Context: an optimization exercise on an open-source flow, tuned for small area and a short achievable clock period. The choices shown serve that exercise and are no tape-out recipe.
Where RTL was checked, it was by simulation tests only, not by an equivalence proof against the original.
The clock port is modelled as an ideal driver; clocking choices that lean on that would not hold on a real chip.
Power is estimated from default activity; no workload was simulated.

== build 59 ==
## SMC_top
module SMC_top (
    input            clk,
    input      [1:0] mode,
    input      [2:0] Vgs0, Vgs1, Vgs2, Vgs3, Vgs4, Vgs5,
    input      [2:0] Vds0, Vds1, Vds2, Vds3, Vds4, Vds5,
    input      [2:0] W0, W1, W2, W3, W4, W5,
    output reg [9:0] out
);
Size: about 1,700 cells after synthesis, ~0.0095 mm^2 of cells after synthesis.
clock: 30.0 ns
lec_check: 0
abc_area: 1
cap_margin: 20
core_margin: 2
core_utilization: 40
cts_buf_list: sky130_fd_sc_hd__clkbuf_8
slew_margin: 20
standard.sh (not shown) runs the stock make flow with config.mk's settings and CLKGATE_MAP_FILE= SYNTH_SCRIPT=/design/flow/synth_recipe.tcl, a recipe that flattens the netlist after the stock synthesis.
==> flow/flow/run.sh <==
#!/bin/bash
# Own flow: the standard synthesis, then the combinational cells are
# re-mapped by ABC (flip-flops kept as they are, same names and cells), then
# the standard layout from floorplan to finish, with small port buffers.
set -euo pipefail
HERE=$(pwd)
R=$HERE/orfs/results/$FLOW_PLATFORM/SMC_top/base
LIB=$FLOW_HOME/platforms/sky130hd/lib/sky130_fd_sc_hd__tt_025C_1v80.lib
source $HERE/flow/params.sh
bash standard.sh synth > synth_std.log 2>&1
cp $R/1_2_yosys.v $HERE/synth_std.v
DU=$(grep -A40 "DONT_USE_CELLS +=" $FLOW_HOME/platforms/sky130hd/config.mk | grep -o "sky130_fd_sc_hd__[a-z0-9_]*" | sed 's/^/-dont_use /' | tr '\n' ' ')
cat > resynth.ys <<EOT
read_liberty -ignore_miss_func $LIB
blackbox sky130_fd_sc_hd__dfxtp_1
read_verilog $HERE/synth_std.v
hierarchy -top $FLOW_TOP
flatten
opt_clean
abc -script $HERE/flow/resynth.abc -liberty $LIB $DU -D $ABC_D
opt_clean -purge
hilomap -singleton -hicell sky130_fd_sc_hd__conb_1 HI -locell sky130_fd_sc_hd__conb_1 LO
stat -liberty $LIB
write_verilog -noattr -nohex -nodec $HERE/synth_re.v
EOT
yosys -s resynth.ys > resynth.log 2>&1
cp $HERE/synth_re.v $R/1_2_yosys.v
rm -f $R/1_synth.odb $R/1_synth.sdc
bash standard.sh "BUFFER_PORTS_ARGS=$PORT_BUF_ARGS" $EXTRA_MAKE finish > layout.log 2>&1
==> flow/flow/params.sh <==
ABC_D=6000
PORT_BUF_ARGS="-buffer_cell sky130_fd_sc_hd__buf_1"
EXTRA_MAKE="SETUP_SLACK_MARGIN=21"
==> flow/flow/resynth.abc <==
strash; dch; map -D 6000; topo; buffer -p; upsize -D 6000; dnsize -D 6000
### build 59 -> build 39
==> flow/flow/params.sh <==
ABC_D=6000
PORT_BUF_ARGS="-buffer_cell sky130_fd_sc_hd__buf_1"
EXTRA_MAKE="SETUP_SLACK_MARGIN=23"
[summary]
Number of non-clock buffers in the layout (higher): build 39. Taking build 59 as the reference, in build 39 flip-flop and latch count flat; met2 routing resource usage after global routing climbed 4.7 points; overall power shows an increase of 0.30 mW; mean number of vias per cell picked up an extra 3.1%; layout clock buffer count saw a decrease. Delta (build 39 minus build 59): number of cells on the worst hold path +1; post-route cell area +28%. Build 39 vs. build 59: final period utilization has decreased; deepest clock path buffer count saw little to no change.
Modified inputs, build 35 compared to build 39
==> flow/run.sh (new file) <==
#!/bin/bash
# synth_recipe.tcl (not shown) runs the flow's synth.tcl, then flattens the netlist and writes it again
# the make line also repeats each setting of config.mk as NAME=value (left out here)
make -C /OpenROAD-flow-scripts/flow DESIGN_CONFIG=/design/flow/config.mk WORK_HOME=/design/flow/orfs CLKGATE_MAP_FILE= SYNTH_SCRIPT=/design/flow/synth_recipe.tcl finish
-- flow/config.mk --
<<< build 39, line 12
export CTS_BUF_LIST = sky130_fd_sc_hd__clkbuf_8
>>> build 35, line 12
removed: flow/flow/run.sh
removed: flow/flow/params.sh
removed: flow/flow/resynth.abc
removed: flow/standard.sh
Notes after the runs:
Against build 39, build 35 comes in 2.7 points higher on switching share of power.
Delta (build 35 minus build 39): reg2reg setup slack went down; core utilization decreased by 13 points relative to the old numbers.
Build 35 ends up with a largest incremental delay on the critical path that is 0.18 ns higher than in build 39.
Build 35 reports a lower first-iteration DRC count than build 39 does.
Between build 35 and build 39, the post-synthesis instance total is lower for build 39.
Row ratio of final minimum period to clock period: build 35 higher / build 39 lower
[compare] base=build 39 new=build 35: core outline area grew by 12%, setup skew after layout shrank by 0.0083 ns.
Leakage dissipation | build 35 below build 39
No functional check of the RTL was part of any run of this note.

========
build 20:
Another version of the RTL of SMC_top (not shown whole).
Size: roughly 1500 cells after synthesis, ~67 I/O pins.
==> flow/config.mk <==
export PLATFORM = sky130hd
export DESIGN_NAME = SMC_top
export DESIGN_NICKNAME = SMC_top
export VERILOG_FILES = /design/flow/design.v
export SDC_FILE = /design/flow/constraint.sdc
export NUM_CORES = 4
export LEC_CHECK = 0
export ABC_AREA = 1
export CAP_MARGIN = 20
export CORE_MARGIN = 2
export CORE_UTILIZATION = 40
export CTS_BUF_LIST = sky130_fd_sc_hd__clkbuf_8
export SLEW_MARGIN = 20
==> flow/constraint.sdc <==
create_clock -name core_clock -period 30.0 [get_ports {clk}]
set_input_delay 6.0000 -clock core_clock [delete_from_list [all_inputs] [get_ports {clk}]]
set_output_delay 6.0000 -clock core_clock [all_outputs]
set_load 0.01 [all_outputs]
==> flow/flow/run.sh <==
#!/bin/bash
# Own flow: the standard synthesis, then the combinational cells are
# re-mapped by ABC (flip-flops kept as they are, same names and cells); the standard flow's
# standard layout with small port buffers. After clock tree synthesis the
# output registers' clock pins get a short buffer chain of their own, so they
# are clocked a little later than the input registers (skew that helps the
# register-to-register paths; it only lengthens the paths to the outputs).
set -euo pipefail
HERE=$(pwd)
R=$HERE/orfs/results/$FLOW_PLATFORM/SMC_top/base
LIB=$FLOW_HOME/platforms/sky130hd/lib/sky130_fd_sc_hd__tt_025C_1v80.lib
source $HERE/flow/params.sh
bash standard.sh synth > synth_std.log 2>&1
cp $R/1_2_yosys.v $HERE/synth_std.v
DU=$(grep -A40 "DONT_USE_CELLS +=" $FLOW_HOME/platforms/sky130hd/config.mk | grep -o "sky130_fd_sc_hd__[a-z0-9_]*" | sed 's/^/-dont_use /' | tr '\n' ' ')
cat > resynth.ys <<EOT
read_liberty -ignore_miss_func $LIB
blackbox sky130_fd_sc_hd__dfxtp_1
read_verilog $HERE/synth_std.v
hierarchy -top $FLOW_TOP
flatten
opt_clean
abc -script $HERE/flow/resynth.abc -liberty $LIB $DU -D $ABC_D
opt_clean -purge
hilomap -singleton -hicell sky130_fd_sc_hd__conb_1 HI -locell sky130_fd_sc_hd__conb_1 LO
stat -liberty $LIB
write_verilog -noattr -nohex -nodec $HERE/synth_re.v
EOT
yosys -s resynth.ys > resynth.log 2>&1
cp $HERE/synth_re.v $R/1_2_yosys.v
rm -f $R/1_synth.odb $R/1_synth.sdc
bash standard.sh "BUFFER_PORTS_ARGS=$PORT_BUF_ARGS" $EXTRA_MAKE cts > layout_cts.log 2>&1
if [[ -n "$SKEW_CELLS" ]]; then
  # SKEW_CELLS: candidate chains separated by ';'. Each is tried on the placed
  # design; the one that leaves the largest worst setup slack (with no hold
  # violation) is kept.
  cp $R/4_cts.odb $HERE/4_cts_noskew.odb
  best=""; best_ws=-1000; i=0
  IFS=';' read -ra CANDS <<< "$SKEW_CELLS"
  for chain in "${CANDS[@]}"; do
    i=$((i+1))
    cp $HERE/4_cts_noskew.odb $R/4_cts.odb
    R=$R LIB=$LIB SKEW_CELLS="$chain" HOLD_FIX="${HOLD_FIX:-}" SKEW_WRITE=0 openroad -no_init -exit $HERE/flow/skew.tcl > skew_try$i.log 2>&1 || true
    res=$(grep '^RESULT' skew_try$i.log | tail -1 || true)
    ws=$(echo "$res" | awk '{print $2}'); wh=$(echo "$res" | awk '{print $3}')
    echo "candidate $i {$chain}: setup $ws hold $wh" >> skew_choice.log
    if [[ -n "$ws" ]] && awk -v ws="$ws" -v wh="$wh" -v b="$best_ws" 'BEGIN { exit !(wh >= 0 && ws > b) }'; then
      best="$chain"; best_ws=$ws
    fi
  done
  echo "chosen {$best}" >> skew_choice.log
  cp $HERE/4_cts_noskew.odb $R/4_cts.odb
  if [[ -n "$best" ]]; then
    R=$R LIB=$LIB SKEW_CELLS="$best" HOLD_FIX="${HOLD_FIX:-}" SKEW_WRITE=1 openroad -no_init -exit $HERE/flow/skew.tcl > skew.log 2>&1
  fi
fi
bash standard.sh "BUFFER_PORTS_ARGS=$PORT_BUF_ARGS" $EXTRA_MAKE finish > layout.log 2>&1
==> flow/flow/params.sh <==
ABC_D=6000
PORT_BUF_ARGS="-buffer_cell sky130_fd_sc_hd__buf_1"
EXTRA_MAKE=""
SKEW_CELLS="sky130_fd_sc_hd__clkdlybuf4s50_1 sky130_fd_sc_hd__clkbuf_8;sky130_fd_sc_hd__clkdlybuf4s50_1 sky130_fd_sc_hd__clkdlybuf4s15_1 sky130_fd_sc_hd__clkbuf_8;sky130_fd_sc_hd__clkdlybuf4s50_1 sky130_fd_sc_hd__clkdlybuf4s25_1 sky130_fd_sc_hd__clkbuf_8;sky130_fd_sc_hd__clkdlybuf4s50_1 sky130_fd_sc_hd__clkdlybuf4s50_1 sky130_fd_sc_hd__clkbuf_8;sky130_fd_sc_hd__clkdlybuf4s50_1 sky130_fd_sc_hd__clkdlybuf4s50_1 sky130_fd_sc_hd__clkdlybuf4s25_1 sky130_fd_sc_hd__clkbuf_8"
HOLD_FIX="sky130_fd_sc_hd__dlygate4sd3_1 0.15 1.5"
==> flow/flow/resynth.abc <==
strash; dch; map -D 6000; topo; buffer -p; upsize -D 6000; dnsize -D 6000
==> flow/flow/skew.tcl <==
# Give the output registers (out[*]) a clock branch of their own: a chain of
# the cells in SKEW_CELLS (first nearest the clock tree), the last one driving
# all of their clock pins. Edits 4_cts.odb in place.
proc load {} {
  read_db $::env(R)/4_cts.odb
  read_liberty $::env(LIB)
  read_sdc $::env(R)/4_cts.sdc
  set_propagated_clock [all_clocks]
  source $::env(FLOW_HOME)/platforms/sky130hd/setRC.tcl
  estimate_parasitics -placement
}
proc apply_chain {chain} {
  set pins {}
  set xs 0; set ys 0
  foreach c [get_cells *] {
    if {[regexp {^out\[} [get_full_name $c]] && [string match "sky130_fd_sc_hd__dfxtp_*" [get_property $c ref_name]]} {
      lappend pins [get_pins -of_objects $c -filter "name == CLK"]
      set bb [[sta::sta_to_db_inst $c] getBBox]
      set xs [expr {$xs + [$bb xMin]}]; set ys [expr {$ys + [$bb yMin]}]
    }
  }
  set n [llength $pins]
  puts "output registers: $n"
  set loc [list [expr {$xs / $n / 1000.0}] [expr {$ys / $n / 1000.0}]]
  puts "before:"
  report_clock_skew
  set tip $pins
  set diff 1
  foreach cell [lreverse $chain] {
    if {$diff} {
      insert_buffer -buffer_cell $cell -load_pins $tip -load_pins_on_diff_nets -location $loc
    } else {
      insert_buffer -buffer_cell $cell -load_pins $tip -location $loc
    }
    set diff 0
    set drv [get_pins -of_objects [get_nets -of_objects [lindex $tip 0]] -filter "direction == output"]
    set buf [get_cells -of_objects $drv]
    puts "inserted [get_full_name $buf] ([get_property $buf ref_name])"
    set tip [list [get_pins -of_objects $buf -filter "direction == input"]]
  }
  detailed_placement
  estimate_parasitics -placement
  # Hold: the mode registers reach the outputs both through long paths and
  # through short ones. Delay only the short branches (loads whose paths have
  # setup slack to spare), so that the long paths keep the skew's gain.
  proc mode_loads {net} {
    set out {}
    foreach p [get_pins -of_objects $net -filter "direction == input"] {
      set c [get_cells -of_objects $p]
      if {[regexp {^sky130_fd_sc_hd__(buf|clkbuf|inv|clkinv)_} [get_property $c ref_name]]} {
        set o [get_pins -of_objects $c -filter "direction == output"]
        set out [concat $out [mode_loads [get_nets -of_objects $o]]]
      } else {
        lappend out $p
      }
    }
    return $out
  }
  if {[info exists ::env(HOLD_FIX)] && $::env(HOLD_FIX) ne ""} {
    lassign $::env(HOLD_FIX) hold_cell hold_target setup_guard
    set ws [worst_slack -max]; puts "worst setup slack $ws"
    foreach r [get_cells r_mode*] {
      set q [get_pins -of_objects $r -filter "direction == output"]
      set pick {}
      foreach p [mode_loads [get_nets -of_objects $q]] {
        set smin [get_property $p slack_min]
        set smax [get_property $p slack_max]
        if {$smin < $hold_target && $smax > $ws + $setup_guard} { lappend pick $p; puts "  pick [get_full_name $p] min $smin max $smax" }
      }
      puts "[get_full_name $r]: [llength $pick] short-path loads delayed"
      if {[llength $pick] > 0} {
        insert_buffer -buffer_cell $hold_cell -load_pins $pick -load_pins_on_diff_nets
      }
    }
    detailed_placement
    estimate_parasitics -placement
  }
}
load
apply_chain $::env(SKEW_CELLS)
puts "RESULT [worst_slack -max] [worst_slack -min]"
if {$::env(SKEW_WRITE) eq "0"} { exit 0 }
check_placement -verbose
puts "after:"
report_clock_skew
report_checks -path_delay max -digits 3
puts "reg2reg:"
report_checks -path_delay max -to [all_registers -data_pins] -digits 3 -format end
report_checks -path_delay min -digits 3
report_checks -to [all_outputs] -path_delay max -digits 3
write_db $::env(R)/4_cts.odb
Here is what was changed in the inputs of build 22 compared with build 20.
diff --git a/flow/flow/run.sh b/flow/flow/run.sh
--- a/flow/flow/run.sh
+++ b/flow/flow/run.sh
@@ -41,8 +41,8 @@
     i=$((i+1))
     cp $HERE/4_cts_noskew.odb $R/4_cts.odb
-    R=$R LIB=$LIB SKEW_CELLS="$chain" HOLD_FIX="${HOLD_FIX:-}" SKEW_WRITE=0 openroad -no_init -exit $HERE/flow/skew.tcl > skew_try$i.log 2>&1 || true
+    R=$R LIB=$LIB SKEW_CELLS="$chain" HOLD_FIX="${HOLD_FIX:-}" RR_DERATE=${RR_DERATE:-0} ROOT_REGS="${ROOT_REGS:-}" SKEW_WRITE=0 openroad -no_init -exit $HERE/flow/skew.tcl > skew_try$i.log 2>&1 || true
     res=$(grep '^RESULT' skew_try$i.log | tail -1 || true)
     ws=$(echo "$res" | awk '{print $2}'); wh=$(echo "$res" | awk '{print $3}')
-    echo "candidate $i {$chain}: setup $ws hold $wh" >> skew_choice.log
+    echo "candidate $i {$chain}: $res" >> skew_choice.log
     if [[ -n "$ws" ]] && awk -v ws="$ws" -v wh="$wh" -v b="$best_ws" 'BEGIN { exit !(wh >= 0 && ws > b) }'; then
       best="$chain"; best_ws=$ws
@@ -52,5 +52,5 @@
   cp $HERE/4_cts_noskew.odb $R/4_cts.odb
   if [[ -n "$best" ]]; then
-    R=$R LIB=$LIB SKEW_CELLS="$best" HOLD_FIX="${HOLD_FIX:-}" SKEW_WRITE=1 openroad -no_init -exit $HERE/flow/skew.tcl > skew.log 2>&1
+    R=$R LIB=$LIB SKEW_CELLS="$best" HOLD_FIX="${HOLD_FIX:-}" RR_DERATE=${RR_DERATE:-0} ROOT_REGS="${ROOT_REGS:-}" SKEW_WRITE=1 openroad -no_init -exit $HERE/flow/skew.tcl > skew.log 2>&1
   fi
 fi
==> flow/flow/params.sh <==
ABC_D=6500
PORT_BUF_ARGS="-buffer_cell sky130_fd_sc_hd__buf_1"
EXTRA_MAKE=""
SKEW_CELLS="sky130_fd_sc_hd__clkdlybuf4s50_1 sky130_fd_sc_hd__clkbuf_8;sky130_fd_sc_hd__clkdlybuf4s50_1 sky130_fd_sc_hd__clkdlybuf4s15_1 sky130_fd_sc_hd__clkbuf_8;sky130_fd_sc_hd__clkdlybuf4s50_1 sky130_fd_sc_hd__clkdlybuf4s25_1 sky130_fd_sc_hd__clkbuf_8;sky130_fd_sc_hd__clkdlybuf4s50_1 sky130_fd_sc_hd__clkdlybuf4s50_1 sky130_fd_sc_hd__clkbuf_8;sky130_fd_sc_hd__clkdlybuf4s50_1 sky130_fd_sc_hd__clkdlybuf4s50_1 sky130_fd_sc_hd__clkdlybuf4s25_1 sky130_fd_sc_hd__clkbuf_8"
HOLD_FIX="sky130_fd_sc_hd__dlygate4sd3_1 0.15 1.5"
RR_DERATE=0.4
==> flow/flow/resynth.abc <==
strash; dch; map -D 6500; topo; buffer -p; upsize -D 6500; dnsize -D 6500
diff --git a/flow/flow/skew.tcl b/flow/flow/skew.tcl
--- a/flow/flow/skew.tcl
+++ b/flow/flow/skew.tcl
@@ -11,4 +11,21 @@
 }
 proc apply_chain {chain} {
+  # ROOT_REGS: registers whose clock pins move to the clock tree's root
+  # buffer output (earlier clock than the tree's leaves).
+  if {[info exists ::env(ROOT_REGS)] && $::env(ROOT_REGS) ne ""} {
+    set cp [get_pins -of_objects [get_nets clk] -filter "direction == input"]
+    set root [get_cells -of_objects $cp]
+    set rnet [get_nets -of_objects [get_pins -of_objects $root -filter "direction == output"]]
+    puts "root buffer [get_full_name $root] net [get_full_name $rnet]"
+    foreach rn $::env(ROOT_REGS) {
+      foreach c [get_cells $rn] {
+        set it [[sta::sta_to_db_inst $c] findITerm CLK]
+        $it disconnect
+        $it connect [sta::sta_to_db_net $rnet]
+        puts "moved [get_full_name $c] to the root clock net"
+      }
+    }
+    estimate_parasitics -placement
+  }
   set pins {}
   set xs 0; set ys 0
@@ -69,6 +86,10 @@
       }
       puts "[get_full_name $r]: [llength $pick] short-path loads delayed"
-      if {[llength $pick] > 0} {
-        insert_buffer -buffer_cell $hold_cell -load_pins $pick -load_pins_on_diff_nets
+      # one delay cell per net, so that every load keeps the signal (and the
+      # polarity) it had
+      set bynet [dict create]
+      foreach p $pick { dict lappend bynet [get_full_name [get_nets -of_objects $p]] $p }
+      dict for {nn ps} $bynet {
+        insert_buffer -buffer_cell $hold_cell -load_pins $ps
       }
     }
@@ -79,5 +100,7 @@
 load
 apply_chain $::env(SKEW_CELLS)
-puts "RESULT [worst_slack -max] [worst_slack -min]"
+set rr [get_property [lindex [find_timing_paths -to [all_registers -data_pins] -path_delay max] 0] slack]
+set ou [get_property [lindex [find_timing_paths -to [all_outputs] -path_delay max] 0] slack]
+puts "RESULT [expr {min($rr - $::env(RR_DERATE), $ou)}] [worst_slack -min] $rr $ou"
 if {$::env(SKEW_WRITE) eq "0"} { exit 0 }
 check_placement -verbose
Notes after the runs:
Build 22 completed end to end with timing, DRC and antenna clean.
Clock group share of total power (higher): build 20
The final reports for build 22 and build 20 show total met2 wirelength after detailed routing lower in the former.
On reported leakage power: between build 22 and build 20, it ends up lower for build 22.
Min net switching power of the design across build 22 and build 20: build 22
Build 22 vs build 20: synthesized cell count down by a few percent
Of the two candidates, build 20 has the better hold slack and build 22 the worse one.
Compared build 22 vs build 20, and routed wire length is down in build 22.
Comparing the two runs side by side, build 22 comes out behind build 20 on smallest setup slack after layout.
The following lists how build 14 was set up differently from build 22:
diff --git a/flow/flow/params.sh b/flow/flow/params.sh
--- a/flow/flow/params.sh
+++ b/flow/flow/params.sh
@@ -1,3 +1,3 @@
-ABC_D=6500
+ABC_D=6000
 PORT_BUF_ARGS="-buffer_cell sky130_fd_sc_hd__buf_1"
 EXTRA_MAKE=""
==> flow/flow/resynth.abc <==
strash; dch; map -D 6000; topo; buffer -p; upsize -D 6000; dnsize -D 6000
diff --git a/flow/flow/skew.tcl b/flow/flow/skew.tcl
--- a/flow/flow/skew.tcl
+++ b/flow/flow/skew.tcl
@@ -86,10 +86,6 @@
       }
       puts "[get_full_name $r]: [llength $pick] short-path loads delayed"
-      # one delay cell per net, so that every load keeps the signal (and the
-      # polarity) it had
-      set bynet [dict create]
-      foreach p $pick { dict lappend bynet [get_full_name [get_nets -of_objects $p]] $p }
-      dict for {nn ps} $bynet {
-        insert_buffer -buffer_cell $hold_cell -load_pins $ps
+      if {[llength $pick] > 0} {
+        insert_buffer -buffer_cell $hold_cell -load_pins $pick -load_pins_on_diff_nets
       }
     }
Build 14: flow completed, timing, DRC and antenna clean
Aggregate routed wire length: build 14 > build 22
Total setup buffers inserted after CTS: build 22 vs build 14 identical
Against build 22, build 14 reports a number of global-route vias before repair that is higher.
Between build 14 and build 22, it is build 14 whose sequential share of cell area is lower, by 0.70 points.
Summary — design area, build 14 relative to build 22: higher, by about 5%.
Area growth from synthesis to final layout: build 14 and build 22 compared, lower one is build 14
Re number of buffers outside the clock class in the layout: build 14 is 3 down on build 22.
Summary: with build 22 as the reference, number of multi-input logic gates in build 14 moved up by a few percent.
[inputs] build 31 vs build 14
diff --git a/flow/flow/params.sh b/flow/flow/params.sh
--- a/flow/flow/params.sh
+++ b/flow/flow/params.sh
@@ -1,3 +1,3 @@
-ABC_D=6000
+ABC_D=6500
 PORT_BUF_ARGS="-buffer_cell sky130_fd_sc_hd__buf_1"
 EXTRA_MAKE=""
==> flow/flow/resynth.abc <==
strash; dch; map -D 6500; topo; buffer -p; upsize -D 6500; dnsize -D 6500
==> comparison <==
- Non-clock buffer count in build 31 vs build 14: up 2
- Total global routing track utilization (lower): build 31
- Power share of the combinational group across build 14 and build 31: no real change.
- Looking at end point of the critical path, the out[8] result is from build 14; the out[9] one comes from build 31.
- Build 31 against build 14: worst clock skew picked up an extra 210 ps, cell area after layout lost about 5%, area growth from synthesis to layout picked up an extra 0.28 points, total of fill cells in the finished design lost 6.5%, worst reg-to-reg path cell count lost 1.
- The final reports for build 31 and build 14 show maximum frequency lower in the former.
- Build 31 vs. build 14: total number of vias went down by about 4.3%.

-- static timing again, ports no longer ideal --
In the flow no input, the clock included, has a driving cell. The finished layouts below were timed again as built, in two steps.
Step 1: set_driving_cell puts a clkbuf_16 on clk and a buf_2 on each other input, an assumption about the parent block.
Step 2, shift: input delay + t, output delay - t, t = (earliest + latest rising clock arrival at the registers) / 2. This alone moves slack from input paths to output paths.
a / b / c = ideal / step 1 / step 2; a / b = the first two.
run | t, ns | setup slack, ns | hold WS [ns] | worst setup path at the end | clock arrival spread, ns | pins driven straight from the clock port
build 59 | 0.406 | 21.850 / 21.850 / 21.850 | 0.886 / 0.886 / 0.886 | register to register | 0.025 / 0.025 | 1
build 39 | 0.413 | 22.783 / 22.783 / 22.783 | 1.133 / 1.133 / 1.133 | register to register | 0.018 / 0.018 | 1
build 35 | 0.402 | 19.909 / 19.909 / 19.909 | 1.082 / 1.082 / 1.082 | register to register | 0.009 / 0.009 | 1
build 20 | 0.852 | 22.034 / 22.034 / 22.034 | 0.331 / 0.331 / 0.331 | register to register | 0.893 / 0.893 | 1
build 22 | 1.107 | 21.756 / 21.715 / 21.911 | 0.057 / 0.057 / 0.057 | register to register | 1.402 / 1.402 | 1
build 14 | 0.998 | 21.976 / 21.933 / 22.354 | 0.239 / 0.239 / 0.239 | register to register | 1.191 / 1.190 | 1
build 31 | 1.103 | 21.758 / 21.718 / 21.975 | 0.066 / 0.066 / 0.066 | register to register | 1.402 / 1.403 | 1
Clock arrivals are far apart in build 20, build 22, build 14 and build 31, so t is only a midpoint there and step 2 fits no single register.
